Source: an optimization exercise on an open RTL-to-GDS flow (aim: small area and a short achievable clock period). Production flows keep margins and buffers that such runs may drop.
In this exercise RTL edits were held to simulation tests only and were not proved equivalent to the original.
No run shown here takes its clock network from TritonCTS; it comes from the design's own scripts or RTL.
The flow treats the clock pin as an ideal source. Dropping or thinning the clock tree relies on that and would not hold on a real chip.

===== flow/config.mk =====
export PLATFORM = sky130hd
export DESIGN_NAME = top_module
export DESIGN_NICKNAME = top_module
export VERILOG_FILES = /design/flow/design.v
export SDC_FILE = /design/flow/constraint.sdc
export NUM_CORES = 4
export LEC_CHECK = 0
export CAP_MARGIN = 20
export CORE_MARGIN = 2
export CORE_UTILIZATION = 60
export SLEW_MARGIN = 20
export SYNTH_HIERARCHICAL = 1
export SYNTH_MINIMUM_KEEP_SIZE = 0
export BUFFER_PORTS_ARGS = -buffer_cell sky130_fd_sc_hd__buf_1
export POST_FLOORPLAN_TCL = /design/flow/flow/resize.tcl
export POST_GLOBAL_PLACE_TCL = /design/flow/flow/post_gp.tcl
export FF_CELL = sky130_fd_sc_hd__dfxtp_4
export OUT_BUF = sky130_fd_sc_hd__buf_2
export PRE_CTS_TCL = /design/flow/flow/cts_tree.tcl
export CTS_GRID = 2
export CTS_LEAF = sky130_fd_sc_hd__clkbuf_16
export CTS_ROOT = sky130_fd_sc_hd__clkbuf_16
export CTS_ROOT_GRID = 2
export LOAD_GRID = 4
export LOAD_LEAF = sky130_fd_sc_hd__buf_4
export LOAD_ROOT = sky130_fd_sc_hd__buf_8

===== flow/constraint.sdc =====
create_clock -name core_clock -period 5.0 [get_ports {clk}]
set_input_delay 1.0000 -clock core_clock [delete_from_list [all_inputs] [get_ports {clk}]]
set_output_delay 1.0000 -clock core_clock [all_outputs]
set_load 0.01 [all_outputs]

===== flow/design.v =====
module lf_fa(input a, input b, input c, output s, output co);
    assign s  = a ^ b ^ c;
    assign co = (a & b) | (a & c) | (b & c);
endmodule
module lf_inv(input a, output y);
    assign y = ~a;
endmodule
module lf_o21ai(input a1, input a2, input b1, output y);
    assign y = ~((a1 | a2) & b1);
endmodule
module lf_a21oi(input a1, input a2, input b1, output y);
    assign y = ~((a1 & a2) | b1);
endmodule
module lf_a31oi(input a1, input a2, input a3, input b1, output y);
    assign y = ~((a1 & a2 & a3) | b1);
endmodule
module lf_a21o(input a1, input a2, input b1, output y);
    assign y = (a1 & a2) | b1;
endmodule
module lf_nand2(input a, input b, output y);
    assign y = ~(a & b);
endmodule
module lf_dec(input s0, input k, input t0, input t1, input self,
              input load, input data, output n);
    wire sn, a, b, c, e, h, dl;
    lf_inv    g1 (.a(s0), .y(sn));
    lf_o21ai  g2 (.a1(k), .a2(t0), .b1(t1), .y(a));            
    lf_a21oi  g3 (.a1(k), .a2(t0), .b1(t1), .y(b));            
    lf_a31oi  g4 (.a1(self), .a2(sn), .a3(a), .b1(b), .y(c));   
    lf_o21ai  g5 (.a1(k), .a2(t0), .b1(s0), .y(e));            
    lf_a21o   g6 (.a1(b), .a2(e), .b1(load), .y(h));           
    lf_nand2  g7 (.a(data), .b(load), .y(dl));
    lf_o21ai  g8 (.a1(c), .a2(h), .b1(dl), .y(n));
endmodule
module top_module(
    input clk,
    input load,
    input [255:0] data,
    output reg [255:0] q );
    wire [255:0] v0, v1, nxt;
    genvar i, j;
    generate
        for (i = 0; i < 16; i = i + 1) begin : row
            for (j = 0; j < 16; j = j + 1) begin : col
                lf_fa uv (.a(q[((i+15)%16)*16+j]), .b(q[i*16+j]), .c(q[((i+1)%16)*16+j]),
                          .s(v0[i*16+j]), .co(v1[i*16+j]));
            end
            for (j = 0; j < 16; j = j + 1) begin : cl
                localparam M = i*16+j;
                localparam L = i*16+((j+15)%16);
                localparam R = i*16+((j+1)%16);
                wire s0, k, t0, t1;
                lf_fa ul (.a(v0[L]), .b(v0[M]), .c(v0[R]), .s(s0), .co(k));
                lf_fa uh (.a(v1[L]), .b(v1[M]), .c(v1[R]), .s(t0), .co(t1));
                lf_dec ud (.s0(s0), .k(k), .t0(t0), .t1(t1), .self(q[M]),
                           .load(load), .data(data[M]), .n(nxt[M]));
            end
        end
    endgenerate
    always @(posedge clk)
        q <= nxt;
endmodule

===== flow/flow/run.sh =====
#!/bin/bash
# Layout flow: the standard ORFS flow (standard.sh), with
#  - port buffers made from $PORT_BUF instead of the default delay buffer,
#  - after floorplan, cells resized by flow/resize.tcl (flip-flops to a
#    stronger drive, oversized logic gates back to size 1),
#  - after global placement, output port buffers resized to $OUT_BUF
#    by flow/post_gp.tcl,
#  - optionally, clock tree synthesis arguments of our own ($CTS_ARGS),
#  - optionally, timing repair limited to the moves in $MOVES,
#  - optionally, a two-level clock tree of our own (flow/cts_tree.tcl)
#    in place of TritonCTS ($CTS_GRID),
#  - optionally, a buffer tree of our own for the load input ($LOAD_GRID).
# Settings are in flow/opts.sh. Each tool's output goes to its log under
# orfs/logs, and make's output to standard.log here.
set -euo pipefail
here=$(pwd)
source "$here/flow/opts.sh"
{
  echo "export BUFFER_PORTS_ARGS = -buffer_cell $PORT_BUF"
  echo "export POST_FLOORPLAN_TCL = $here/flow/resize.tcl"
  echo "export POST_GLOBAL_PLACE_TCL = $here/flow/post_gp.tcl"
  echo "export FF_CELL = $FF_CELL"
  echo "export OUT_BUF = $OUT_BUF"
  if [[ -n "${V_FA:-}" ]]; then echo "export V_FA = $V_FA"; fi
  if [[ -n "${CTS_ARGS:-}" ]]; then echo "export CTS_ARGS = $CTS_ARGS"; fi
  if [[ -n "${CTS_GRID:-}" ]]; then
    echo "export PRE_CTS_TCL = $here/flow/cts_tree.tcl"
    echo "export CTS_GRID = $CTS_GRID"
    echo "export CTS_LEAF = $CTS_LEAF"
    echo "export CTS_ROOT = $CTS_ROOT"
    echo "export CTS_ROOT_GRID = ${CTS_ROOT_GRID:-1}"
  fi
  if [[ -n "${LOAD_GRID:-}" ]]; then
    echo "export LOAD_GRID = $LOAD_GRID"
    echo "export LOAD_LEAF = $LOAD_LEAF"
    echo "export LOAD_ROOT = $LOAD_ROOT"
  fi
  if [[ -n "${MOVES:-}" ]]; then
    echo "export SETUP_MOVE_SEQUENCE = $MOVES"
    echo "export SKIP_GATE_CLONING = 1"
    echo "export SKIP_LAST_GASP = 1"
  fi
} >> "$FLOW_CONFIG"
bash standard.sh > standard.log 2>&1

===== flow/flow/cts_tree.tcl =====
# PRE_CTS hook: clock_tree_synthesis replaced by a two-level tree of our
# own (flow/tree.tcl). The flip-flops are split by position into
# $CTS_ROOT_GRID^2 equal groups, each driven by a root buffer ($CTS_ROOT) on
# the clock port; each group is split again into $CTS_GRID^2 equal groups,
# each driven by a leaf buffer ($CTS_LEAF) at its centroid. Every
# flip-flop sees one root and one leaf buffer.
source [file join [file dirname [info script]] tree.tcl]
rename clock_tree_synthesis orfs_clock_tree_synthesis
proc clock_tree_synthesis {args} {
  set block [ord::get_db_block]
  set clk [$block findNet clk]
  $clk setSigType CLOCK
  if {$::env(CTS_ROOT_GRID) == 1} {
    set roots [list [insert_root $clk $::env(CTS_ROOT) clkbuf_root]]
  } else {
    set roots [split_net $clk $::env(CTS_ROOT_GRID) $::env(CTS_ROOT) clkbuf_root]
  }
  set k 0
  foreach net $roots {
    split_net $net $::env(CTS_GRID) $::env(CTS_LEAF) clkbuf_leaf_$k
    incr k
  }
}

===== flow/flow/opts.sh =====
PORT_BUF=sky130_fd_sc_hd__buf_1
FF_CELL=sky130_fd_sc_hd__dfxtp_4
OUT_BUF=sky130_fd_sc_hd__buf_2
CTS_ROOT_GRID=2
CTS_GRID=2
CTS_LEAF=sky130_fd_sc_hd__clkbuf_16
CTS_ROOT=sky130_fd_sc_hd__clkbuf_16
LOAD_GRID=4
LOAD_LEAF=sky130_fd_sc_hd__buf_4
LOAD_ROOT=sky130_fd_sc_hd__buf_8

===== flow/flow/post_gp.tcl =====
# After global placement: output port buffers to $OUT_BUF and, if
# $LOAD_GRID is set, a buffer tree of our own for the load input.
set n 0
foreach inst [[ord::get_db_block] getInsts] {
  set m [[$inst getMaster] getName]
  if {$m eq "sky130_fd_sc_hd__buf_1" && [regexp {^output[0-9]+$} [$inst getName]]} {
    replace_cell [get_cells [$inst getName]] [get_lib_cells $::env(OUT_BUF)]
    incr n
  }
}
puts "post_gp.tcl: $n output buffers to $::env(OUT_BUF)"
if {[info exists ::env(LOAD_GRID)]} {
  source [file join [file dirname [info script]] tree.tcl]
  set block [ord::get_db_block]
  set pnet [[$block findBTerm load] getNet]
  # the port buffer that buffer_ports put on load
  foreach it [$pnet getITerms] {
    if {[$it getIoType] eq "INPUT"} { set ibuf [$it getInst] }
  }
  replace_cell [get_cells [$ibuf getName]] [get_lib_cells $::env(LOAD_ROOT)]
  set lnet [[$ibuf findITerm X] getNet]
  unbuffer_net $lnet
  split_net $lnet $::env(LOAD_GRID) $::env(LOAD_LEAF) loadbuf
}

===== flow/flow/resize.tcl =====
# Resize cells after floorplan: flip-flops to $FF_CELL, the "_2" sizes that
# synthesis picked for single logic gates back to "_1", and (if $V_FA is
# set) the full adders fed straight from the flip-flops to $V_FA.
set n_ff 0
set n_dn 0
set n_fa 0
proc driver_master {iterm} {
  set net [$iterm getNet]
  if {$net eq "NULL"} { return "" }
  foreach it [$net getITerms] {
    if {[$it isOutputSignal]} { return [[[$it getInst] getMaster] getName] }
  }
  return ""
}
set vfa ""
if {[info exists ::env(V_FA)]} { set vfa $::env(V_FA) }
foreach inst [[ord::get_db_block] getInsts] {
  set m [[$inst getMaster] getName]
  set name [$inst getName]
  if {$m eq "sky130_fd_sc_hd__dfxtp_1" && $m ne $::env(FF_CELL)} {
    replace_cell [get_cells $name] [get_lib_cells $::env(FF_CELL)]
    incr n_ff
  } elseif {[regexp {^(sky130_fd_sc_hd__(o41ai|o31ai|a31oi|nor4bb|o21ai|a21oi|nand2|nor2|xnor2|xor2))_2$} $m -> base]} {
    replace_cell [get_cells $name] [get_lib_cells ${base}_1]
    incr n_dn
  } elseif {$m eq "sky130_fd_sc_hd__fa_1" && $vfa ne ""} {
    if {[string match "sky130_fd_sc_hd__dfxtp*" [driver_master [$inst findITerm A]]]} {
      replace_cell [get_cells $name] [get_lib_cells $vfa]
      incr n_fa
    }
  }
}
puts "resize.tcl: $n_ff flip-flops to $::env(FF_CELL), $n_dn gates to size 1, $n_fa adders to $vfa"

===== flow/flow/tree.tcl =====
# Buffer trees of our own for the two nets with a large fanout.
#   split_net NET GRID MASTER PREFIX: the sinks of NET are split by position
#   into GRID x GRID groups of equal size; each group is driven by one new
#   buffer of type MASTER at its centroid, whose input is on NET.
proc tree_sinks {net} {
  set sinks {}
  foreach it [$net getITerms] {
    if {[$it getIoType] eq "INPUT"} {
      set bb [[$it getInst] getBBox]
      lappend sinks [list $it [expr {([$bb xMin] + [$bb xMax]) / 2}] [expr {([$bb yMin] + [$bb yMax]) / 2}]]
    }
  }
  return $sinks
}

proc split_net {net g mname prefix} {
  set block [ord::get_db_block]
  set master [[ord::get_db] findMaster $mname]
  set sinks [tree_sinks $net]
  set n [llength $sinks]
  set bycol [lsort -integer -index 1 $sinks]
  set per_col [expr {int(ceil(double($n) / $g))}]
  set k 0
  set outs {}
  for {set c 0} {$c < $g} {incr c} {
    set col [lsort -integer -index 2 [lrange $bycol [expr {$c * $per_col}] [expr {($c + 1) * $per_col - 1}]]]
    set per_row [expr {int(ceil(double([llength $col]) / $g))}]
    for {set r 0} {$r < $g} {incr r} {
      set grp [lrange $col [expr {$r * $per_row}] [expr {($r + 1) * $per_row - 1}]]
      if {[llength $grp] == 0} { continue }
      set sx 0
      set sy 0
      foreach s $grp { set sx [expr {$sx + [lindex $s 1]}]; set sy [expr {$sy + [lindex $s 2]}] }
      set cx [expr {$sx / [llength $grp]}]
      set cy [expr {$sy / [llength $grp]}]
      set buf [odb::dbInst_create $block $master ${prefix}_$k]
      $buf setLocation [expr {$cx - [$master getWidth] / 2}] [expr {$cy - [$master getHeight] / 2}]
      $buf setPlacementStatus PLACED
      set out [odb::dbNet_create $block ${prefix}_net_$k]
      $out setSigType [$net getSigType]
      [$buf findITerm X] connect $out
      foreach s $grp {
        set it [lindex $s 0]
        $it disconnect
        $it connect $out
      }
      [$buf findITerm A] connect $net
      lappend outs $out
      incr k
    }
  }
  puts "tree.tcl: net [$net getName]: $n sinks split over $k $mname buffers"
  return $outs
}

# Insert one buffer of type MASTER between NET's driver and all its sinks;
# returns the new net.
proc insert_root {net mname name} {
  set block [ord::get_db_block]
  set master [[ord::get_db] findMaster $mname]
  set sinks [tree_sinks $net]
  set sx 0
  set sy 0
  foreach s $sinks { set sx [expr {$sx + [lindex $s 1]}]; set sy [expr {$sy + [lindex $s 2]}] }
  set n [llength $sinks]
  set buf [odb::dbInst_create $block $master $name]
  $buf setLocation [expr {$sx / $n - [$master getWidth] / 2}] [expr {$sy / $n - [$master getHeight] / 2}]
  $buf setPlacementStatus PLACED
  set out [odb::dbNet_create $block ${name}_net]
  $out setSigType [$net getSigType]
  foreach s $sinks {
    set it [lindex $s 0]
    $it disconnect
    $it connect $out
  }
  [$buf findITerm X] connect $out
  [$buf findITerm A] connect $net
  return $out
}

# Remove the buffers between NET and its final sinks, so that NET drives
# them all directly again.
proc unbuffer_net {net} {
  set block [ord::get_db_block]
  set removed 0
  set again 1
  while {$again} {
    set again 0
    foreach it [$net getITerms] {
      if {[$it getIoType] ne "INPUT"} { continue }
      set inst [$it getInst]
      if {![regexp {__(buf|clkbuf)_[0-9]+$} [[$inst getMaster] getName]]} { continue }
      set out [[$inst findITerm X] getNet]
      set moved {}
      if {$out ne "NULL"} {
        foreach s [$out getITerms] {
          if {[$s getIoType] eq "INPUT"} { lappend moved $s }
        }
        if {[llength [$out getBTerms]] > 0} { continue }
      }
      foreach s $moved { $s disconnect; $s connect $net }
      odb::dbInst_destroy $inst
      if {$out ne "NULL"} { odb::dbNet_destroy $out }
      incr removed
      set again 1
      break
    }
  }
  set kinds {}
  foreach it [$net getITerms] {
    if {[$it getIoType] eq "INPUT"} { dict incr kinds [[[$it getInst] getMaster] getName] }
  }
  puts "tree.tcl: net [$net getName]: $removed buffers removed; sinks now: $kinds"
}

===== flow/standard.sh =====
#!/bin/bash
# synth_recipe.tcl (not shown) runs the flow's synth.tcl, then flattens the netlist and writes it again
# the make line also repeats each setting of config.mk as NAME=value (left out here)
make -C /OpenROAD-flow-scripts/flow DESIGN_CONFIG=/design/flow/config.mk WORK_HOME=/design/flow/orfs CLKGATE_MAP_FILE= SYNTH_SCRIPT=/design/flow/synth_recipe.tcl "${@:-finish}"

==> flow_results.org, run 1 <==
** Setup path
- Critical Path Fanout Max :: 5
- STA puts the critical path data arrival time at 2400 ps.
- Among all stages on the critical path, the largest delay is contributed by sky130_fd_sc_hd__fa_1.
- Cell chain of the critical path :: fa_1, fa_1, a21oi_1, a21o_1, o21ai_1
- Required time of the critical path :: 5210 ps
- Minimum setup slack among reg-to-reg paths :: 2820 ps
- Cell type with the highest occurrence count on the critical path :: sky130_fd_sc_hd__fa_1
- Critical setup path kind :: reg -> reg
- Worst path bufs/invs :: 0
- Crit start category :: register
- The worst setup path is captured at a register.
- Maximum single-stage delay on the critical path :: 610 ps
- Delay-heaviest family, CP :: adder cells

** Placement
- The wire-length estimate of the detail-placed layout is 85.7 mm.
- The count of buffers added on input and output ports is 513.

** Global routing
- Remaining global-route overflow :: 0
- Number of antenna violations at the first check in global routing :: 16
- First-pass GRT wire length :: 159 mm
- The via count of the first global-routing pass is 28600.
- Entering global routing, the biggest net connects 33 pins.
- GRT Util Overall :: 0.368

** Yosys
- Yosys Warn Count :: 7
- Average cell area after synthesis :: 10.4 sq um
- Share of the synthesized area in the top cell type :: 0.480
- The synthesized design contains 256 register bits.
- Number of nets produced by synthesis :: 4098
- Biggest area consumer among synthesized cells :: sky130_fd_sc_hd__fa_1
- Count of different cell masters after synthesis :: 8
- Sorting the synthesized cells by area gives the leading types as sky130_fd_sc_hd__fa_1, sky130_fd_sc_hd__dfxtp_1, sky130_fd_sc_hd__o21ai_1.
- Gate Count Post-Synth :: 3072
- After synthesis the cells add up to 32000 sq um.
- Proportion of synthesized chip area in sequential cells :: 0.160

** Floorplanning
- Die span in y :: 235 um
- Width of the die :: 235 um
- Pin placement for this block handled 514 I/O pins.
- Number of placement rows :: 84
- The floorplan step defined a core boundary enclosing 52700 sq um.
- Starting Density :: 0.608
- Full die area :: 55200 sq um

** Route
- After detailed routing, the average wire length per cell comes to 23.6 um.
- For this block, the initial DRC count from the detailed router was 2154.
- Overall routed net length :: 102 mm
- Post-DRT Antenna Nets :: 0
- The pre-antenna-repair detailed-routing pass consisted of 7 iterations.
- Via count of the routed design :: 27600
- Via density :: 6.39
- Detailed-route DRC error count :: 0

** Cells and area
- The area growth from synthesis to layout is 11.7%.
- Largest registers ranked by flip-flop count :: q x256
- Register name with the most flops :: q
- The register with the most flip-flops in the layout has 256 of them.
- Final #Nets :: 4649
- Of the cells placed in the final design, the portion with a size suffix greater than 1 is 0.152.

** STA
- Of the available clock period, the critical path in the final layout requires 0.436.
- Slew margin rel. :: 0.755
- Total count of hold-check failures in the final report :: 0
- The smallest clock period supported by the final layout is computed as 2180 ps.
- Static timing analysis puts the maximum clock frequency at 0.458 GHz.
- Count of endpoints failing setup in the final report :: 0
- Final-layout worst hold slack :: 627 ps
- Setup repair after global routing missed its margin :: no
- For the pin with the worst max-slew slack, the measured transition is 367 ps.
- Adding up every negative setup slack in the final design gives 0 ps.
- The number of max-slew violations in the final report came to 0.
- The clock arrives with 17.5 ps of skew.

** Clocking
- Once the clock tree was built, the setup fixing pass inserted 0 buffers.
- Cts hold-fix bufs :: 0
- CTS clk-pin slew, worst paths :: 80 ps
- Clock insertion delay at the later pin of the skew report :: 330 ps
- CTS-repair resized insts :: 0

** Outcome
- The flow ran to the end and the layout has no timing, DRC or antenna violations.

** Flow run
- Max cap viols :: 0

** Min path
- Hold crit path type :: reg -> reg
## layout by cell type, fill, tap and decap left out, types with 7 or more instances in the layout
master	count
sky130_fd_sc_hd__buf_1	256
sky130_fd_sc_hd__o21ai_1	768
sky130_fd_sc_hd__buf_2	256
sky130_fd_sc_hd__clkbuf_16	20
sky130_fd_sc_hd__a31oi_1	256
sky130_fd_sc_hd__inv_1	256
sky130_fd_sc_hd__dfxtp_4	256
sky130_fd_sc_hd__buf_4	16
sky130_fd_sc_hd__fa_1	768
sky130_fd_sc_hd__diode_2	7
sky130_fd_sc_hd__a21o_1	256
sky130_fd_sc_hd__a21oi_1	256
sky130_fd_sc_hd__nand2_1	256
## path summary, 6_finish.rpt
path	to	cells past startpoint	from
setup reg to reg	q[141]	5	q[124]
setup / recovery	q[141]	5	q[124]
hold reg to reg	q[50]	2	q[50]
hold / removal	q[50]	2	q[50]
## worst register-to-register path, stage by stage, from the launching register on
cell and delay (ps):
sky130_fd_sc_hd__dfxtp_4 400, sky130_fd_sc_hd__fa_1 610, sky130_fd_sc_hd__fa_1 520, sky130_fd_sc_hd__a21oi_1 300, sky130_fd_sc_hd__a21o_1 160, sky130_fd_sc_hd__o21ai_1 70
## Yosys cell counts, drive strengths merged
master	instances
nand2	256
dfxtp	256
a21oi	256
o21ai	768
a31oi	256
fa	768
a21o	256
inv	256
## modules after synthesis (local to each module, per instance), a selection
| module | times used | flops+latches |
|---|---|---|
| lf_fa | 768 | 0 |
| lf_o21ai | 768 | 0 |
| lf_a21oi | 256 | 0 |
| lf_a21o | 256 | 0 |
| lf_a31oi | 256 | 0 |
| top_module | 1 | 256 |
| lf_nand2 | 256 | 0 |
| lf_inv | 256 | 0 |
## cell families after synthesis
family / after synthesis / share of synthesized area
simple gates: 256 / 0.0300
compound gates: 1536 / 0.300
fa+ha+maj: 768 / 0.480
flops: 256 / 0.160
buf+inv: 256 / 0.0300
## metal layers
metal | wire length, um | vias up | global-route usage
met5 | 108 | - | 0
met1 | 39300 | 13900 | 0.481
met2 | 48800 | 1296 | 0.607
met4 | 5070 | 18 | 0.150
li1 | - | 12100 | -
met3 | 8760 | 248 | 0.0707
## final cells by class
type                       instances  area, sq um
timing repair buffer             513         2260
sequential                       256         6090
multi-input combinational       2560        25000
inverter                         256          961
buffer                            36          621
antenna                            7         17.5
fill                            4087        16900
tap                              688          861
## stage by stage
step	area (sq um)	setup WS [ps]	utilization	std cells
after detailed placement	35300	2890	0.670	4289
after CTS	35800	2890	0.679	4309
after global routing	35800	2780	0.680	4314
final	35800	2820	0.680	4316
after floorplan	32000	3040	-	3072
after global placement	34900	2510	0.663	4278
==> inputs of run 2 (changes only) <==
--- a/flow/flow/opts.sh
+++ b/flow/flow/opts.sh
@@ -10 +10,3 @@
 LOAD_ROOT=sky130_fd_sc_hd__buf_8
+V_FA=sky130_fd_sc_hd__fa_2
+MOVES=sizeup,swap
--- a/flow/config.mk
+++ b/flow/config.mk
@@ -10,2 +10,3 @@
 export CORE_UTILIZATION = 60
+export SETUP_SLACK_MARGIN = 3.0
 export SLEW_MARGIN = 20
@@ -18,2 +19,3 @@
 export OUT_BUF = sky130_fd_sc_hd__buf_2
+export V_FA = sky130_fd_sc_hd__fa_2
 export PRE_CTS_TCL = /design/flow/flow/cts_tree.tcl
@@ -26 +28,4 @@
 export LOAD_ROOT = sky130_fd_sc_hd__buf_8
+export SETUP_MOVE_SEQUENCE = sizeup,swap
+export SKIP_GATE_CLONING = 1
+export SKIP_LAST_GASP = 1
==> run 2 against run 1 <==
Global-route usage grew 0.82 points. Synthesized area stayed put. Hold slack improved by 1.6 ps. Sequential share of layout area down 0.77 points. First-iteration DRC count rose by 5.7%. Largest cell class unchanged.
==> flow_results.org, run 2 <==
** Yosys
- For this run, the leading register cell type out of synthesis is sky130_fd_sc_hd__dfxtp_1.
- The synthesized design contains 0 enable-type register cells.
- After synthesis, the mean cell area works out to 10.4 sq um.
- Largest cells by area after synthesis :: sky130_fd_sc_hd__fa_1, sky130_fd_sc_hd__dfxtp_1, sky130_fd_sc_hd__o21ai_1
- Async set-or-reset flop fraction in the synthesized netlist :: 0
- The Yosys step of the flow raised 7 warnings.
- Counting every instance in the synthesized netlist gives 3072.
- Proportion of synthesized chip area in sequential cells :: 0.160
- Share of the synthesized area in the top cell type :: 0.480
- Synthesis inferred 256 register bits.
- Yosys mapped the design onto 8 distinct sky130hd cell types.
- Number of nets produced by synthesis :: 4098
- Synth top cells by count :: sky130_fd_sc_hd__fa_1, sky130_fd_sc_hd__o21ai_1
- Post-synthesis instance area :: 32000 sq um
- The synthesized design spends more area on one cell type than any other, namely sky130_fd_sc_hd__fa_1.

** Setup path
- Required time of the critical path :: 5240 ps
- In this run the worst path has a maximum fanout of 5.
- Data arrives at the worst endpoint at 2270 ps.
- Crit. End Element :: register
- By startpoint and endpoint, the worst setup path is classified as reg -> reg.
- Beginning of the critical path :: q[95]
- Number of cell instances on the worst register-to-register path :: 5
- The worst register-to-register path begins at q[95].
- Capture instance of the worst register-to-register path :: q[95]
- Minimum setup slack among reg-to-reg paths :: 2980 ps
- Crit start category :: register

** Flow run
- Across the run, the number of max-cap violations was 0.

** Route
- After detailed routing, the average wire length per cell comes to 24.7 um.
- The first routing iteration left 2277 violations.
- Detailed-route DRC error count :: 0
- The count of nets left with antenna violations once routing finished came out at 0.
- Detailed routing inserted a total of 28200 vias.
- The first detailed-routing pass ran for 7 iterations.
- Dividing the detail-routed via count by the number of cells gives 6.52.
- Overall routed net length :: 107 mm

** Cells and area
- Cell Count, Final, Fillers Out :: 4320
- Utilization of the core after routing :: 0.712
- Top library cells by usage in the layout, fill and taps aside :: sky130_fd_sc_hd__o21ai_1, sky130_fd_sc_hd__fa_1, sky130_fd_sc_hd__fa_2
- Register name with the most flops :: q
- Largest registers ranked by flip-flop count :: q x256
- Final #Nets :: 4649
- Of the cells placed in the final design, the portion with a size suffix greater than 1 is 0.304.
- Total non-filler cell area in the finished layout :: 37500 sq um
- Fill count :: 3908
- Synth-to-layout area growth :: 17.0%
- The library cell used most frequently in the layout, excluding fill and tap cells, is sky130_fd_sc_hd__o21ai_1.
- The register with the most flip-flops in the layout has 256 of them.

** Floorplanning
- 514 I/O pins were placed.
- Width of the die :: 235 um
- Total core area :: 52700 sq um
- Starting Density :: 0.608
- The floorplan step set the die height to 235 um.
- Number of placement rows :: 84
- The die covers 55200 sq um.

** STA
- Based on the critical path, the design can be clocked at up to 0.495 GHz.
- Across all hold checks on the routed design, the worst slack comes to 628 ps.
- Final WS setup :: 2980 ps
- Of the available clock period, the critical path in the final layout requires 0.404.
- Min Tclk post-route :: 2020 ps
- Final-report max-slew violation count :: 0
- Adding up every negative setup slack in the final design gives 0 ps.
- Setup violations remaining at the end of the flow were counted as 0.
- Post-route clock skew :: 12.1 ps
- Measured against its own limit, the worst slew margin works out to 0.746.
- The hold violation total from the final report is 0.
- Actual transition at the worst max-transition pin :: 381 ps
- Setup repair after global routing could not meet its margin everywhere.

** Global routing
- Vias in the first global route :: 29100
- The number of antenna violations at the first check in global routing was 13.
- Entering global routing, the biggest net connects 33 pins.
- Global routing finished with a remaining overflow of 0.
- GRT Util Overall :: 0.376
- First-pass GRT wire length :: 162 mm

** Placement
- Number of cells in the design after placement :: 4289
- Port-buffer cells :: 513
- After detailed placement, the total cell area comes to 35900 sq um.
- Timing analysis after detailed placement gives a worst setup slack of 2930 ps.
- Placed wire-length estimate :: 87.8 mm

** Min path
- Worst hold path depth :: 2
- Launch point of the worst hold path :: q[200]
- The path class of the tightest hold or removal check is reg -> reg.
- Hold endpoint :: q[200]

** Clocking
- After clock tree synthesis, the clock-pin slew on the worst setup and hold paths is 90 ps.
- At the later pin of the worst-skew pair, clock insertion delay measures 330 ps.
- Cts hold-fix bufs :: 0

** Outcome
- The flow ran to the end and the layout has no timing, DRC or antenna violations.
run 2: cell count changes in the layout (fill, tap and decap cells not counted), sizes merged:
cell and delta:
diode +4
run 2: repair_timing:
action                     CTS  global route
buffers inserted             0             0
setup endpoints to repair   98           241
pin swaps                    0           474
gates cloned                 0             0
resized for setup            3           293
run 2: area by class of cell:
| class | count | area (sq um) | share of cell area |
|---|---|---|---|
| diodes | 11 | 27.5 | 0.000734 |
| flip-flops and latches | 256 | 6090 | 0.162 |
| repair buffers | 513 | 2260 | 0.0602 |
| multi-input cells | 2560 | 26700 | 0.711 |
| inverters | 256 | 961 | 0.0256 |
| well taps | 688 | 861 | 0.0230 |
| plain buffers | 36 | 628 | 0.0168 |
run 2: kinds of logic after synthesis:
| kind of cell | after synthesis | share of synthesized area |
|---|---|---|
| AOI/OAI and AO/OA | 1536 | 0.300 |
| adders and majority gates | 768 | 0.480 |
| and+or+nand+nor | 256 | 0.0300 |
| DFF | 256 | 0.160 |
| buffers and inverters | 256 | 0.0300 |
run 2: worst max path at each step:
stage / endpoint / slack [ps]
after detailed placement: q[112] / 2930
after CTS: q[21] / 2960
after floorplan: q[0] / 3040
after global routing: q[31] / 2890
final: q[95] / 2980
after global placement: q[196] / 2400
run 2: worst max-delay path: stages, from the launching register on:
cell                      delay (ps)
sky130_fd_sc_hd__dfxtp_4         440
sky130_fd_sc_hd__fa_2            520
sky130_fd_sc_hd__fa_1            590
sky130_fd_sc_hd__o21ai_1          90
sky130_fd_sc_hd__a21o_1          170
sky130_fd_sc_hd__o21ai_1         130
run 2: modules after synthesis (local to each module, per instance), excerpt:
module,times used,area [sq um]
top_module,1,5120
lf_a21oi,256,8.76
lf_nand2,256,3.75
lf_a21o,256,7.51
lf_o21ai,768,5.00
lf_inv,256,3.75
run 2: per-layer routing:
layer / global-route usage / wire (um)
met1: 0.502 / 41300
met4: 0.171 / 5410
met2: 0.618 / 52200
met3: 0.0502 / 7870
met5: 0 / 11
==> inputs of run 3 (changes only) <==
--- a/flow/flow/opts.sh
+++ b/flow/flow/opts.sh
@@ -2,3 +2,3 @@
 FF_CELL=sky130_fd_sc_hd__dfxtp_4
-OUT_BUF=sky130_fd_sc_hd__buf_2
+OUT_BUF=sky130_fd_sc_hd__buf_1
 CTS_ROOT_GRID=2
@@ -11,2 +11 @@
 V_FA=sky130_fd_sc_hd__fa_2
-MOVES=sizeup,swap
--- a/flow/config.mk
+++ b/flow/config.mk
@@ -10,3 +10,2 @@
 export CORE_UTILIZATION = 60
-export SETUP_SLACK_MARGIN = 3.0
 export SLEW_MARGIN = 20
@@ -18,3 +17,3 @@
 export FF_CELL = sky130_fd_sc_hd__dfxtp_4
-export OUT_BUF = sky130_fd_sc_hd__buf_2
+export OUT_BUF = sky130_fd_sc_hd__buf_1
 export V_FA = sky130_fd_sc_hd__fa_2
@@ -28,4 +27 @@
 export LOAD_ROOT = sky130_fd_sc_hd__buf_8
-export SETUP_MOVE_SEQUENCE = sizeup,swap
-export SKIP_GATE_CLONING = 1
-export SKIP_LAST_GASP = 1
==> run 3 against run 2 <==
Sequential cell count did not move. Final area is 3.6% lower. Global-route usage about the same. Largest cell class unchanged. Synthesized cell count stayed put. Register-to-register slack got worse by 60 ps. Highest routed layer unchanged.
==> flow_results.org, run 3 <==
** Outcome
- The run finished with no timing, DRC or antenna violations.

** Min path
- Worst hold path depth :: 2
- Hold crit path type :: reg -> reg

** Global routing
- Entering global routing, the biggest net connects 33 pins.
- GRT Util Overall :: 0.376
- First-pass GRT wire length :: 162 mm
- Remaining global-route overflow :: 0
- The number of antenna violations at the first check in global routing is 15.
- Vias in the first global route :: 28900

** Route
- Overall routed net length :: 104 mm
- Dividing the detail-routed wire length by the instance count gives 24.1 um.
- The routed layout has 27600 vias.
- For this run, design rule violations remaining after detail routing come to 0.
- Dividing the detail-routed via count by the number of cells gives 6.39.
- Detail Route met2 WL :: 49.7 mm
- In this run the top signal layer used is met5.
- Initial DRC count :: 2360
- Routed length on met1 :: 40.8 mm
- The count of nets left with antenna violations once routing finished came out at 0.
- Sum of met3 wire segment lengths after detailed routing :: 7.82 mm
- First-pass detailed-route iteration total :: 6

** Yosys
- The share of synthesized area in the top cell type comes to 0.480.
- EDFF count, synth :: 0
- Count of different cell masters after synthesis :: 8
- The largest total area in the synthesized netlist belongs to sky130_fd_sc_hd__fa_1.
- In the synthesized netlist the dominant register cell turns out to be sky130_fd_sc_hd__dfxtp_1.
- Post-synthesis instance area :: 32000 sq um
- After synthesis, the cell types taking the most area are sky130_fd_sc_hd__fa_1, sky130_fd_sc_hd__dfxtp_1, sky130_fd_sc_hd__o21ai_1.
- Synth top cells by count :: sky130_fd_sc_hd__fa_1, sky130_fd_sc_hd__o21ai_1
- The synthesized design contains 256 register bits.
- In the synthesized netlist, the number of instances is 3072.
- For this run, the register share of the synthesized area comes to 0.160.
- Async set-or-reset flop fraction in the synthesized netlist :: 0
- Yosys Warn Count :: 7
- Synthesis produced a netlist with a net count of 4098.
- Average cell area after synthesis :: 10.4 sq um

** STA
- Setup violations remaining at the end of the flow were counted as 0.
- Actual transition at the worst max-transition pin :: 386 ps
- Fmax achieved :: 0.479 GHz
- Once routing completed, OpenROAD measured the worst setup slack at 2910 ps.
- Final-layout setup total negative slack :: 0 ps
- Dividing the final minimum period by the clock period gives 0.417.
- Hold timing on the final database bottoms out at a slack of 632 ps.
- Total count of hold-check failures in the final report :: 0
- Setup repair after global routing left no endpoint under its margin.
- For the finished layout, the period the worst path requires is 2090 ps.
- The number of max-slew violations in the final report is 0.
- Clock skew on the completed layout was measured at 17.2 ps.
- In this run the tightest slew margin relative to its limit is 0.743.

** Setup path
- STA classifies the critical path startpoint as a register.
- Number of cell instances on the worst register-to-register path :: 5
- On the critical path the largest part of the delay comes from adder cells.
- Together, buffers and inverters on the worst path number 0.
- For this design, the slowest cell found on the critical path is sky130_fd_sc_hd__fa_2.
- The largest single stage delay on the critical path is 540 ps.
- Data arrives at the worst endpoint at 2310 ps.
- Critical setup path kind :: reg -> reg
- Required time of the critical path :: 5230 ps
- Along the worst path, the maximum fanout reaches 5.
- Crit. End Element :: register
- Cell chain of the critical path :: fa_2, fa_1, a21oi_1, a21o_1, o21ai_1
- Number of stages on the worst setup path :: 5

** Cells and area
- Utilization of the core after routing :: 0.686
- Summing all flip-flop and latch instances after layout gives 6090 sq um.
- Largest registers ranked by flip-flop count :: q x256
- Final #Nets :: 4649
- Cell Count, Final, Fillers Out :: 4321
- Synth-to-layout area growth :: 12.8%
- In the final layout, the multi-input gates occupy 25600 sq um.
- Register name with the most flops :: q
- Fill count :: 4061
- Leaving out fill and tap cells, the most frequent cell in the layout is sky130_fd_sc_hd__o21ai_1.
- Total non-filler cell area in the finished layout :: 36100 sq um
- Share of cells above drive strength 1 :: 0.152
- Leaving out fill and tap cells, the most frequent cells in the layout are sky130_fd_sc_hd__o21ai_1, sky130_fd_sc_hd__fa_1, sky130_fd_sc_hd__buf_1.
- The register with the most flip-flops in the layout has 256 of them.

** Flow run
- The tool flagged a number of max-cap violations equal to 0.

** Floorplanning
- Count of boundary I/O pins :: 514
- Starting Density :: 0.608
- The die is 235 um tall.
- Full die area :: 55200 sq um
- Width of the die :: 235 um
- Total core area :: 52700 sq um
- Number of placement rows :: 84

** Clocking
- Clock insertion delay at the later pin of the skew report :: 330 ps
- CTS clk-pin slew, worst paths :: 90 ps
- In this run, post-CTS repair resized a total of 0 instances.
- After clock tree synthesis, the setup repair step added 0 buffers.
- Cts hold-fix bufs :: 0

** Placement
- Timing analysis after detailed placement gives a worst setup slack of 2900 ps.
- Placed wire-length estimate :: 87.6 mm
- Port-buffer cells :: 513
- After detailed placement, the design holds a cell count of 4289.
- In this run the cell area measured after placement is 35600 sq um.
-- run 3: cell counts after synthesis --
No cell type changed its count.
-- run 3: path summary, 6_finish.rpt --
path | start | end | slack, ps
hold reg to reg | q[212] | q[212] | 630
setup / recovery | q[150] | q[151] | 2910
hold / removal | q[212] | q[212] | 630
setup reg to reg | q[150] | q[151] | 2910
-- run 3: metal layers --
metal  track usage  vias to the layer above
li1              -                    12100
met1         0.505                    14000
met2         0.609                     1290
met3        0.0542                      271
met4         0.180                        6
met5             0                        -
-- run 3: worst reg2reg max path: stages, from the launching register on --
cell                      delay (ps)
sky130_fd_sc_hd__dfxtp_4         450
sky130_fd_sc_hd__fa_2            540
sky130_fd_sc_hd__fa_1            510
sky130_fd_sc_hd__a21oi_1         240
sky130_fd_sc_hd__a21o_1          170
sky130_fd_sc_hd__o21ai_1          70
-- run 3: cell type report --
type	instances	share of cell area
flip-flops and latches	256	0.168
inverters	256	0.0266
plain buffers	36	0.0172
well taps	688	0.0238
multi-input cells	2560	0.709
repair buffers	513	0.0536
diodes	12	0.000831
-- run 3: logic make-up after synthesis --
| family | share of synthesized area |
|---|---|
| AO/OA/AOI/OAI | 0.300 |
| adder cells (fa/ha/maj) | 0.480 |
| buffers and inverters | 0.0300 |
| flip-flops | 0.160 |
| AND/OR/NAND/NOR | 0.0300 |
-- run 3: Yosys stat by module (local to each module, per instance), excerpt --
module	area (sq um)	times used	flip-flops and latches	cells
top_module	5120	1	256	256
lf_fa	20.0	768	0	1
lf_a21oi	8.76	256	0	1
lf_a21o	7.51	256	0	1
lf_a31oi	6.26	256	0	1
lf_o21ai	5.00	768	0	1
lf_inv	3.75	256	0	1
lf_nand2	3.75	256	0	1
==> inputs of run 4 (changes only) <==
--- a/flow/flow/opts.sh
+++ b/flow/flow/opts.sh
@@ -2,3 +2,3 @@
 FF_CELL=sky130_fd_sc_hd__dfxtp_4
-OUT_BUF=sky130_fd_sc_hd__buf_1
+OUT_BUF=sky130_fd_sc_hd__buf_2
 CTS_ROOT_GRID=2
--- a/flow/config.mk
+++ b/flow/config.mk
@@ -9,3 +9,3 @@
 export CORE_MARGIN = 2
-export CORE_UTILIZATION = 60
+export CORE_UTILIZATION = 50
 export SLEW_MARGIN = 20
@@ -17,3 +17,3 @@
 export FF_CELL = sky130_fd_sc_hd__dfxtp_4
-export OUT_BUF = sky130_fd_sc_hd__buf_1
+export OUT_BUF = sky130_fd_sc_hd__buf_2
 export V_FA = sky130_fd_sc_hd__fa_2
==> run 4 against run 3 <==
Maximum frequency is 2.1% higher. First-iteration DRC count is 15% lower. Register-to-register slack better by 40 ps. Still clean on timing, DRC and antenna. Via count decreased by 2.5%. Critical path type unchanged. Sequential share of layout area decreased by 0.24 points. Clock skew up 2.3 ps. Setup slack improved by 43 ps.
==> flow_results.org, run 4 <==
** Min path
- Hold crit path type :: reg -> reg
- The worst hold path terminates at q[32].
- Worst hold path depth :: 2
- In this run the most critical hold path is launched from q[32].

** STA
- Final-report max-slew violation count :: 0
- Slew margin rel. :: 0.748
- Post-route clock skew :: 19.5 ps
- Setup slack closes at 2960 ps.
- Dividing the final minimum period by the clock period gives 0.409.
- After routing, the total negative slack on setup checks comes to 0 ps.
- Total count of hold-check failures in the final report :: 0
- After layout, the minimum clock period comes to 2040 ps.
- Setup repair after global routing left no endpoint under its margin.
- Actual transition at the worst max-transition pin :: 379 ps
- Count of endpoints failing setup in the final report :: 0
- Timing would allow up to 0.489 GHz.

** Outcome
- Result of the run :: complete, no violations

** Cells and area
- The largest registers in the layout are q x256.
- The library cell used most frequently in the layout, excluding fill and tap cells, is sky130_fd_sc_hd__o21ai_1.
- The library cells used most frequently in the layout, excluding fill and tap cells, are sky130_fd_sc_hd__o21ai_1, sky130_fd_sc_hd__fa_1.
- Share of cells above drive strength 1 :: 0.222
- The final layout contains 4649 nets.
- Fill count :: 5412
- The register with the most flip-flops in the layout has 256 of them.
- Relative to the synthesized area, the layout overhead comes to 14.4%.
- Counting flops per register, the top entry is q.

** Floorplanning
- The total area inside the core boundary comes to 63200 sq um.
- Die span in y :: 257 um
- The floorplan step set the die width to 257 um.
- The die covers 66100 sq um.
- The initialized floorplan defines 92 standard-cell rows.
- 514 I/O pins were placed.
- Starting Density :: 0.507

** Yosys
- Of the total synthesized cell area, the portion taken by XOR and XNOR cells is 0.
- Synth top cells by count :: sky130_fd_sc_hd__fa_1, sky130_fd_sc_hd__o21ai_1
- Of the post-synthesis cell area, the dominant cell type holds 0.480.
- Mux share of post-synthesis cell area :: 0
- In the synthesized netlist, the number of instances is 3072.
- Summing every instance area after synthesis gives 32000 sq um.
- Async set-or-reset flop fraction in the synthesized netlist :: 0
- Of the total synthesized cell area, the portion taken by AND, OR, NAND and NOR gates is 0.0300.
- The compound-gate portion of the synthesized area is 0.300.
- After synthesis, the netlist uses 8 different library cells.
- Of the total synthesized cell area, the portion taken by full adders, half adders and majority gates is 0.480.
- Number of nets produced by synthesis :: 4098
- Flip-flop and latch count after synthesis :: 256
- Yosys printed 7 warnings.
- By area the synthesized netlist is led by sky130_fd_sc_hd__fa_1, sky130_fd_sc_hd__dfxtp_1, sky130_fd_sc_hd__o21ai_1.
- Combinational family with the most area after synthesis :: adder cells
- Biggest area consumer among synthesized cells :: sky130_fd_sc_hd__fa_1
- In this run, synthesis inferred 0 flip-flops with an integrated enable.
- Average cell area after synthesis :: 10.4 sq um
- For this run, the leading register cell type out of synthesis is sky130_fd_sc_hd__dfxtp_1.
- For this run, the register share of the synthesized area comes to 0.160.

** Global routing
- Vias in the first global route :: 28200
- The number of antenna violations at the first check in global routing came to 15.
- Remaining global-route overflow :: 0
- First-pass GRT wire length :: 162 mm
- Largest net degree at the start of global routing :: 33
- For this run, the total global-route usage over all layers was measured as 0.316.

** Clocking
- Clock insertion delay at the later pin of the skew report :: 340 ps
- Cts hold-fix bufs :: 0
- CTS-repair resized insts :: 0
- Number of setup buffers added after CTS :: 0
- After clock tree synthesis, the clock-pin slew on the worst setup and hold paths is 90 ps.

** Route
- Overall routed net length :: 103 mm
- Initial DRC count :: 2001
- Via count of the routed design :: 26900
- In the final routed layout, each cell accounts on average for 23.1 um.
- Post-DRT Antenna Nets :: 0
- Via density :: 6.01
- The first detailed-routing pass took 6 iterations.
- After detailed routing, the number of remaining DRC violations is 0.

** Setup path
- Minimum setup slack among reg-to-reg paths :: 2960 ps
- The worst setup path is captured at a register.
- At the worst endpoint, the required time is 5210 ps.
- Crit start category :: register
- Number of cell instances on the worst register-to-register path :: 5
- Capture instance of the worst register-to-register path :: q[113]
- The critical path in this run is classified as reg -> reg.
- In this run the worst path has a maximum fanout of 5.
- For the worst setup path, the data arrival time is 2260 ps.
- Reg-to-Reg Start :: q[128]

** Placement
- Placed wire-length estimate :: 88.5 mm
- Port-buffer cells :: 513
- Pre-CTS setup slack :: 2890 ps

** Flow run
- Max cap viols :: 0
[run 4: cell counts after synthesis]
No cell type changed its count.
[run 4: logic make-up after synthesis]
kind of cell / after synthesis
AO/OA/AOI/OAI: 1536
adder cells (fa/ha/maj): 768
buffers and inverters: 256
AND/OR/NAND/NOR: 256
flip-flops: 256
[run 4: layout make-up]
type,count,area [sq um],area share
Antenna cell,11,27.5,0.000751
Buffer,36,621,0.0169
Inverter,256,961,0.0262
Multi-Input combinational cell,2560,25600,0.699
Sequential cell,256,6090,0.166
Tap cell,846,1060,0.0289
Timing Repair Buffer,513,2260,0.0616
[run 4: worst max-delay path by stage]
| stage | from | endpoint | slack (ps) | cells after the start |
|---|---|---|---|---|
| 2_1_floorplan | q[31] | q[0] | 3040 | 5 |
| 3_3_place_gp | load | q[145] | 2470 | 4 |
| 3_5_place_dp | load | q[202] | 2890 | 4 |
| 4_1_cts | load | q[242] | 2890 | 4 |
| 5_1_grt | q[13] | q[254] | 2890 | 5 |
| 6_report | q[128] | q[113] | 2960 | 5 |
[run 4: modules after synthesis, one instance, submodules excluded, excerpt]
module,cells inside,flops+latches,cell area [sq um]
lf_a21oi,1,0,8.76
lf_nand2,1,0,3.75
lf_fa,1,0,20.0
lf_a21o,1,0,7.51
top_module,256,256,5120
lf_inv,1,0,3.75
lf_o21ai,1,0,5.00
[run 4: critical path: stages, from the launching register on]
cell and delay [ps]:
sky130_fd_sc_hd__dfxtp_4 430, sky130_fd_sc_hd__fa_2 510, sky130_fd_sc_hd__fa_1 490, sky130_fd_sc_hd__a21oi_1 260
sky130_fd_sc_hd__a21o_1 160, sky130_fd_sc_hd__o21ai_1 70
[run 4: stage by stage]
| stage | instance area (sq um) | utilization | std cells | hold WS (ps) |
|---|---|---|---|---|
| 3_5_place_dp | 36100 | 0.571 | 4447 | 611 |
| 6_report | 36600 | 0.580 | 4478 | 626 |
| 2_1_floorplan | 32000 | - | 3072 | 671 |
| 4_1_cts | 36600 | 0.579 | 4467 | 613 |
| 3_3_place_gp | 35800 | 0.566 | 4440 | 605 |
| 5_1_grt | 36600 | 0.580 | 4477 | 653 |
[run 4: layer usage]
metal	GRT usage	up-vias	share of wire
met5	0	-	0.00067
met4	0.109	10	0.040
met3	0.0447	191	0.068
met2	0.525	975	0.48
met1	0.427	13600	0.41
li1	-	12100	-
==> inputs of run 5 (changes only) <==
--- a/flow/config.mk
+++ b/flow/config.mk
@@ -10,2 +10,4 @@
 export CORE_UTILIZATION = 50
+export GPL_ROUTABILITY_DRIVEN = 0
+export PLACE_DENSITY = 0.9
 export SLEW_MARGIN = 20
==> run 5 against run 4 <==
Synthesized area stayed put. Global-route usage is 0.65 points lower. Core utilization hardly changed. Final cell count is 0.11% lower. Via count is 5.6% higher. Register-to-register slack worse by 30 ps. Final area hardly changed. Synthesized cell count stayed put. Setup slack worse by 29 ps. Critical endpoint is now q[48]. Largest cell class unchanged. Highest routed layer is now met4.
==> flow_results.org, run 5 <==
** Outcome
- The flow ran to the end and the layout has no timing, DRC or antenna violations.

** Global routing
- The number of antenna violations at the first check in global routing is 7.
- For this run, the total global-route usage over all layers was measured as 0.309.
- The via count of the first global-routing pass came to 29800.
- For this run the aggregate overflow at the end of global routing stands at 0.
- First-pass GRT wire length :: 161 mm
- Entering global routing, the biggest net connects 33 pins.

** Route
- Summed over all nets, wire length on met3 after detailed routing comes to 10.3 mm.
- The routed design uses 47.6 mm of met2 wire.
- Detailed-route DRC error count :: 0
- Summed over all layers, the routed wires come to 103 mm.
- First-pass detailed-route iteration total :: 9
- The final route contains 28400 vias.
- In this run the remaining antenna-violating nets after routing total 0.
- Using the TritonRoute via totals, the vias-per-cell ratio works out to 6.35.
- The detailed router finished its first iteration with 2714 violations.
- In the final routed layout, each cell accounts on average for 23.0 um.
- Routed signal wires occupy layers up through met4.
- Routed length on met1 :: 36.5 mm

** Yosys
- By area the synthesized netlist is led by sky130_fd_sc_hd__fa_1, sky130_fd_sc_hd__dfxtp_1, sky130_fd_sc_hd__o21ai_1.
- Proportion of synthesized chip area in sequential cells :: 0.160
- The cell area that synthesis handed to floorplanning was 32000 sq um.
- Flip-flop and latch count after synthesis :: 256
- Yosys Warn Count :: 7
- Biggest area consumer among synthesized cells :: sky130_fd_sc_hd__fa_1
- Gate Count Post-Synth :: 3072
- Number of nets produced by synthesis :: 4098
- In the synthesized netlist the async set-or-reset flop fraction comes to 0.
- Count of different cell masters after synthesis :: 8
- The synthesized design contains 0 enable-type register cells.
- Average cell area after synthesis :: 10.4 sq um
- By count the netlist is led by sky130_fd_sc_hd__fa_1, sky130_fd_sc_hd__o21ai_1.
- Commonest register cell after synthesis :: sky130_fd_sc_hd__dfxtp_1
- Share of the synthesized area in the top cell type :: 0.480

** STA
- The number of max-slew violations in the final report was 0.
- Min Tclk post-route :: 2070 ps
- Actual transition at the worst max-transition pin :: 394 ps
- Final WS setup :: 2930 ps
- Fmax achieved :: 0.483 GHz
- Total count of hold-check failures in the final report :: 0
- Setup violations remaining at the end of the flow were counted as 0.
- Final-layout setup total negative slack :: 0 ps
- Measured against its own limit, the worst slew margin works out to 0.737.
- In the finished design, the share of the clock period the worst path needs comes to 0.414.
- Across the routed clock network, the largest skew measured is 19.3 ps.
- Setup repair after global routing left no endpoint under its margin.

** Setup path
- Counting cells, the worst reg-to-reg path comes to 5.
- Required time of the critical path :: 5220 ps
- Data arrives at the worst endpoint at 2290 ps.
- Critical Path Fanout Max :: 5
- By startpoint and endpoint, the worst setup path is classified as reg -> reg.
- Reg-to-Reg Start :: q[63]
- In this run the critical register-to-register path is captured at q[48].
- STA classifies the critical path endpoint as a register.
- In this run the worst setup path begins at q[63].
- STA classifies the critical path startpoint as a register.
- Minimum setup slack among reg-to-reg paths :: 2930 ps

** Cells and area
- The largest registers in the layout are q x256.
- Total area of multi-input combinational cells :: 25600 sq um
- The top cell types in the final layout, fill and taps aside, are sky130_fd_sc_hd__o21ai_1, sky130_fd_sc_hd__fa_1.
- Ranked by flip-flop count, first place goes to q.
- Final #Nets :: 4649
- Share of cells above drive strength 1 :: 0.222
- Fill count :: 4930
- Most frequent standard cell in the layout excluding fill and tap cells :: sky130_fd_sc_hd__o21ai_1
- The area growth from synthesis to layout is 14.3%.
- The register with the most flip-flops in the layout has 256 of them.
- FF/Latch Area :: 6090 sq um

** Clocking
- The number of gates resized after CTS was 0.
- Clock-pin slew was measured on the worst setup and hold paths at 80 ps.
- The number of hold buffers added after CTS was 0.
- At the later pin of the worst-skew pair, clock insertion delay measures 340 ps.
- Number of setup buffers added after CTS :: 0

** Floorplanning
- Starting Density :: 0.507
- The floorplan step set the die width to 257 um.
- From bottom edge to top edge, the die measures 257 um.
- Total core area :: 63200 sq um
- Number of placement rows :: 92
- The floorplan step defined a die boundary enclosing 66100 sq um.
- 514 I/O pins were placed.

** Flow run
- Across the run, the number of max-cap violations was 0.

** Min path
- Hold endpoint :: q[226]
- Worst hold path depth :: 2
- Launch point of the worst hold path :: q[226]
- In this run the worst hold path is classified as reg -> reg.

** Placement
- Port-buffer cells :: 513
- The HPWL after detailed placement is 85.7 mm.
- Pre-CTS setup slack :: 2900 ps
==> run 5: cell counts after synthesis <==
Identical to the previous run, type by type.
==> run 5: critical path, stage by stage, from the launching register on <==
cell and delay [ps]:
sky130_fd_sc_hd__dfxtp_4 440, sky130_fd_sc_hd__fa_2 520, sky130_fd_sc_hd__fa_1 490, sky130_fd_sc_hd__a21oi_1 270, sky130_fd_sc_hd__a21o_1 170, sky130_fd_sc_hd__o21ai_1 70
==> run 5: worst max path at each step <==
stage | to | slack (ps)
detailed placement | q[163] | 2900
global placement | q[18] | 2410
finish | q[48] | 2930
floorplan | q[0] | 3040
CTS | q[163] | 2900
global route | q[182] | 2860
==> run 5: metal layers <==
metal | up-vias | track usage
met5 | - | 0
met4 | 0 | 0.218
met3 | 479 | 0.0649
met2 | 1943 | 0.490
met1 | 13900 | 0.380
li1 | 12100 | -
==> run 5: modules after synthesis, one instance, submodules excluded, a selection <==
module,times used,cells,area (sq um),flops+latches
top_module,1,256,5120,256
lf_fa,768,1,20.0,0
lf_a21oi,256,1,8.76,0
lf_a21o,256,1,7.51,0
lf_a31oi,256,1,6.26,0
lf_o21ai,768,1,5.00,0
lf_inv,256,1,3.75,0
lf_nand2,256,1,3.75,0
==> run 5: cell families after synthesis <==
kind of cell / after synthesis / synth area share
AOI/OAI and AO/OA: 1536 / 0.300
adders and majority gates: 768 / 0.480
buffers and inverters: 256 / 0.0300
DFF: 256 / 0.160
and+or+nand+nor: 256 / 0.0300
==> run 5: stage by stage <==
stage | area, sq um | hold WS [ps] | util | std cells
finish | 36600 | 640 | 0.580 | 4473
global route | 36600 | 663 | 0.580 | 4473
CTS | 36600 | 623 | 0.579 | 4467
detailed placement | 36100 | 621 | 0.571 | 4447
global placement | 35700 | 612 | 0.566 | 4438
floorplan | 32000 | 671 | - | 3072
==> run 5: layout make-up <==
| class | count | area share |
|---|---|---|
| inverter | 256 | 0.0262 |
| buffer | 36 | 0.0169 |
| timing repair buffer | 513 | 0.0616 |
| sequential | 256 | 0.166 |
| tap | 846 | 0.0289 |
| antenna | 6 | 0.000410 |
| multi-input combinational | 2560 | 0.700 |
==> inputs of run 6 (changes only) <==
--- a/flow/config.mk
+++ b/flow/config.mk
@@ -9,5 +9,4 @@
 export CORE_MARGIN = 2
-export CORE_UTILIZATION = 50
-export GPL_ROUTABILITY_DRIVEN = 0
-export PLACE_DENSITY = 0.9
+export CORE_UTILIZATION = 60
+export PLACE_DENSITY = 0.8
 export SLEW_MARGIN = 20
==> run 6 against run 5 <==
Still clean. Final area down 0.49%. Synthesized area unchanged. Die area down 16%. Critical path depth unchanged. Synthesized cell count unchanged. Core utilization up 11 points. Final cell count down 3.4%. Critical endpoint is now q[224].
==> flow_results.org, run 6 <==
** Route
- Summed over all layers, the routed wires come to 95.3 mm.
- After detailed routing, the average wire length per cell comes to 22.1 um.
- The first routing iteration left 2322 violations.
- Post-DRT Antenna Nets :: 0
- The routed layout has 26800 vias.
- The first detailed-routing pass took 5 iterations.
- In the routed layout, each cell is associated on average with a via count of 6.21.
- Detailed-route DRC error count :: 0

** STA
- Actual transition at the worst max-transition pin :: 375 ps
- The number of max-slew violations in the final report is 0.
- The clock arrives with 11.9 ps of skew.
- Fmax achieved :: 0.479 GHz
- Min Tclk post-route :: 2090 ps
- Of the available clock period, the critical path in the final layout requires 0.418.
- Setup repair after global routing missed its margin :: no
- Count of endpoints failing setup in the final report :: 0
- Total count of hold-check failures in the final report :: 0
- Final-layout setup total negative slack :: 0 ps
- In this run the tightest slew margin relative to its limit is 0.750.

** Setup path
- In this design, the stage delay of the slowest critical-path cell is 520 ps.
- STA classifies the critical path endpoint as a register.
- STA puts the critical path data required time at 5220 ps.
- Cell chain of the critical path :: fa_2, fa_1, a21oi_1, a21o_1, o21ai_1
- The critical path contains buffers and inverters numbering 0 combined.
- STA puts the critical path data arrival time at 2310 ps.
- For this design, the slowest cell found on the critical path is sky130_fd_sc_hd__fa_2.
- Critical setup path kind :: reg -> reg
- Along the worst path, the maximum fanout reaches 5.
- Delay-heaviest family, CP :: adder cells
- STA classifies the critical path startpoint as a register.
- Across all register-to-register paths, the minimum setup slack is 2910 ps.

** Floorplanning
- The die is 235 um tall.
- Total core area :: 52700 sq um
- Full die area :: 55200 sq um
- In this run the horizontal extent of the chip is 235 um.
- Count of boundary I/O pins :: 514
- The floorplan has 84 rows.
- The initial utilization of the core area, before any placement, comes to 0.608.

** Cells and area
- Synth-to-layout area growth :: 13.8%
- Largest registers ranked by flip-flop count :: q x256
- q holds more flip-flops than any other register.
- Utilization of the core after routing :: 0.692
- Number of flip-flops in the largest register :: 256
- Share of cells above drive strength 1 :: 0.222
- Most frequent standard cell in the layout excluding fill and tap cells :: sky130_fd_sc_hd__o21ai_1
- The net count of the finished layout is 4649.
- Top library cells by usage in the layout, fill and taps aside :: sky130_fd_sc_hd__o21ai_1, sky130_fd_sc_hd__fa_1
- Cell Count, Final, Fillers Out :: 4322

** Placement
- In this run the tool buffered the top-level ports with 513 buffer cells.
- Number of cells in the design after placement :: 4289
- Placed wire-length estimate :: 79.7 mm

** Clocking
- Cts hold-fix bufs :: 0
- Clock insertion delay at the later pin of the skew report :: 330 ps
- Number of setup buffers added after CTS :: 0
- CTS clk-pin slew, worst paths :: 80 ps
- CTS-repair resized insts :: 0

** Yosys
- In the synthesized netlist, the number of instances is 3072.
- In the synthesized netlist the async set-or-reset flop fraction comes to 0.
- Yosys attributes the largest share of cell area to sky130_fd_sc_hd__fa_1, sky130_fd_sc_hd__dfxtp_1, sky130_fd_sc_hd__o21ai_1.
- Synth top cells by count :: sky130_fd_sc_hd__fa_1, sky130_fd_sc_hd__o21ai_1
- The synthesized netlist contains 8 unique library cells.
- The share of the Yosys chip area taken by registers is 0.160.
- The number of nets handed over by synthesis was 4098.
- Share of the synthesized area in the top cell type :: 0.480
- In this run, synthesis inferred 0 flip-flops with an integrated enable.
- Yosys Warn Count :: 7
- Counting flops and latches in the post-synthesis netlist gives 256.
- Commonest register cell after synthesis :: sky130_fd_sc_hd__dfxtp_1
- The cell area that synthesis handed to floorplanning was 32000 sq um.
- Average cell area after synthesis :: 10.4 sq um
- Biggest area consumer among synthesized cells :: sky130_fd_sc_hd__fa_1

** Min path
- The worst hold path belongs to the class reg -> reg.

** Outcome
- The run finished with no timing, DRC or antenna violations.

** Global routing
- For this run, the total global-route usage over all layers was measured as 0.347.
- First-pass GRT wire length :: 150 mm
- Remaining global-route overflow :: 0
- The via count of the first global-routing pass came to 26900.
- Largest net degree at the start of global routing :: 33
- Number of antenna violations at the first check in global routing :: 14

** Flow run
- The tool flagged a number of max-cap violations equal to 0.
[run 6: cells by family (layout without fill, tap and decap cells)]
logic type	count (synthesis)	after routing	synth area share
buffers and inverters	256	805	0.0300
flip-flops	256	256	0.160
adder cells (fa/ha/maj)	768	768	0.480
AO/OA/AOI/OAI	1536	1536	0.300
AND/OR/NAND/NOR	256	256	0.0300
other	0	13	0
[run 6: worst paths after layout]
kind / startpoint / to / cells past startpoint
worst min-delay path: q[184] / q[184] / 2
worst max register to register: q[239] / q[224] / 5
worst max-delay path: q[239] / q[224] / 5
worst min register to register: q[184] / q[184] / 2
[run 6: per-module statistics from Yosys, one instance, submodules excluded, excerpt]
module      cells  times used  area [sq um]
lf_a21o         1         256          7.51
lf_o21ai        1         768          5.00
lf_inv          1         256          3.75
top_module    256           1          5120
lf_nand2        1         256          3.75
lf_fa           1         768          20.0
lf_a21oi        1         256          8.76
lf_a31oi        1         256          6.26
[run 6: per-stage QoR]
stage / area (sq um) / setup WS (ps) / hold slack, ps
after global routing: 36400 / 2870 / 657
after global placement: 35600 / 2430 / 610
after floorplan: 32000 / 3040 / 671
after CTS: 36400 / 2960 / 616
after detailed placement: 35900 / 2960 / 616
final: 36400 / 2910 / 624
[run 6: worst reg2reg max path, cell delays in order, from the launching register on]
cell and delay (ps):
sky130_fd_sc_hd__dfxtp_4 450, sky130_fd_sc_hd__fa_2 520, sky130_fd_sc_hd__fa_1 490, sky130_fd_sc_hd__a21oi_1 300, sky130_fd_sc_hd__a21o_1 170, sky130_fd_sc_hd__o21ai_1 60
[run 6: layout make-up]
| class | instances | area [sq um] |
|---|---|---|
| inverter | 256 | 961 |
| fill | 3901 | 16200 |
| tap | 688 | 861 |
| buffer | 36 | 621 |
| sequential | 256 | 6090 |
| antenna | 13 | 32.5 |
| timing repair buffer | 513 | 2260 |
| multi-input combinational | 2560 | 25600 |
[run 6: routing by layer]
metal | vias to the layer above | track usage | wire length [um]
li1 | 12100 | - | -
met1 | 13200 | 0.473 | 37700
met2 | 1295 | 0.541 | 44000
met3 | 265 | 0.0744 | 8740
met4 | 4 | 0.152 | 4860
met5 | - | 0 | 37

[port drivers added, routing unchanged]
How much do the figures lean on ideal ports? The routed layouts below were timed once more, with nothing changed but the port constraints. Step 1 sets driving cells, clkbuf_16 on the clock port and buf_2 on the other inputs (assumed; they add their load-dependent delay and slew). Step 2 adds t to the input delays and takes it off the output delays; t is the mean of the earliest and latest rising clock arrival at the registers after step 1. Input paths then give back, and output paths get back, about the clock's delay inside the block. Slacks: no drivers / after step 1 / after step 2; pairs: no drivers / after step 1.
run | t (ns) | setup slack, ns | worst data-port slew with drivers (ns)
run 1 | 0.454 | 2.818 / 2.818 / 2.818 | 0.13
run 2 | 0.455 | 2.978 / 2.905 / 2.877 | 0.13
run 3 | 0.467 | 2.914 / 2.826 / 2.840 | 0.11
run 4 | 0.464 | 2.957 / 2.901 / 2.834 | 0.13
run 5 | 0.475 | 2.928 / 2.880 / 2.820 | 0.11
run 6 | 0.466 | 2.911 / 2.905 / 2.898 | 0.11
After both steps every run listed still meets setup and hold. The setup slack of run 4, which loses most, moves by -0.056 ns with the drivers and by -0.123 ns with both steps.
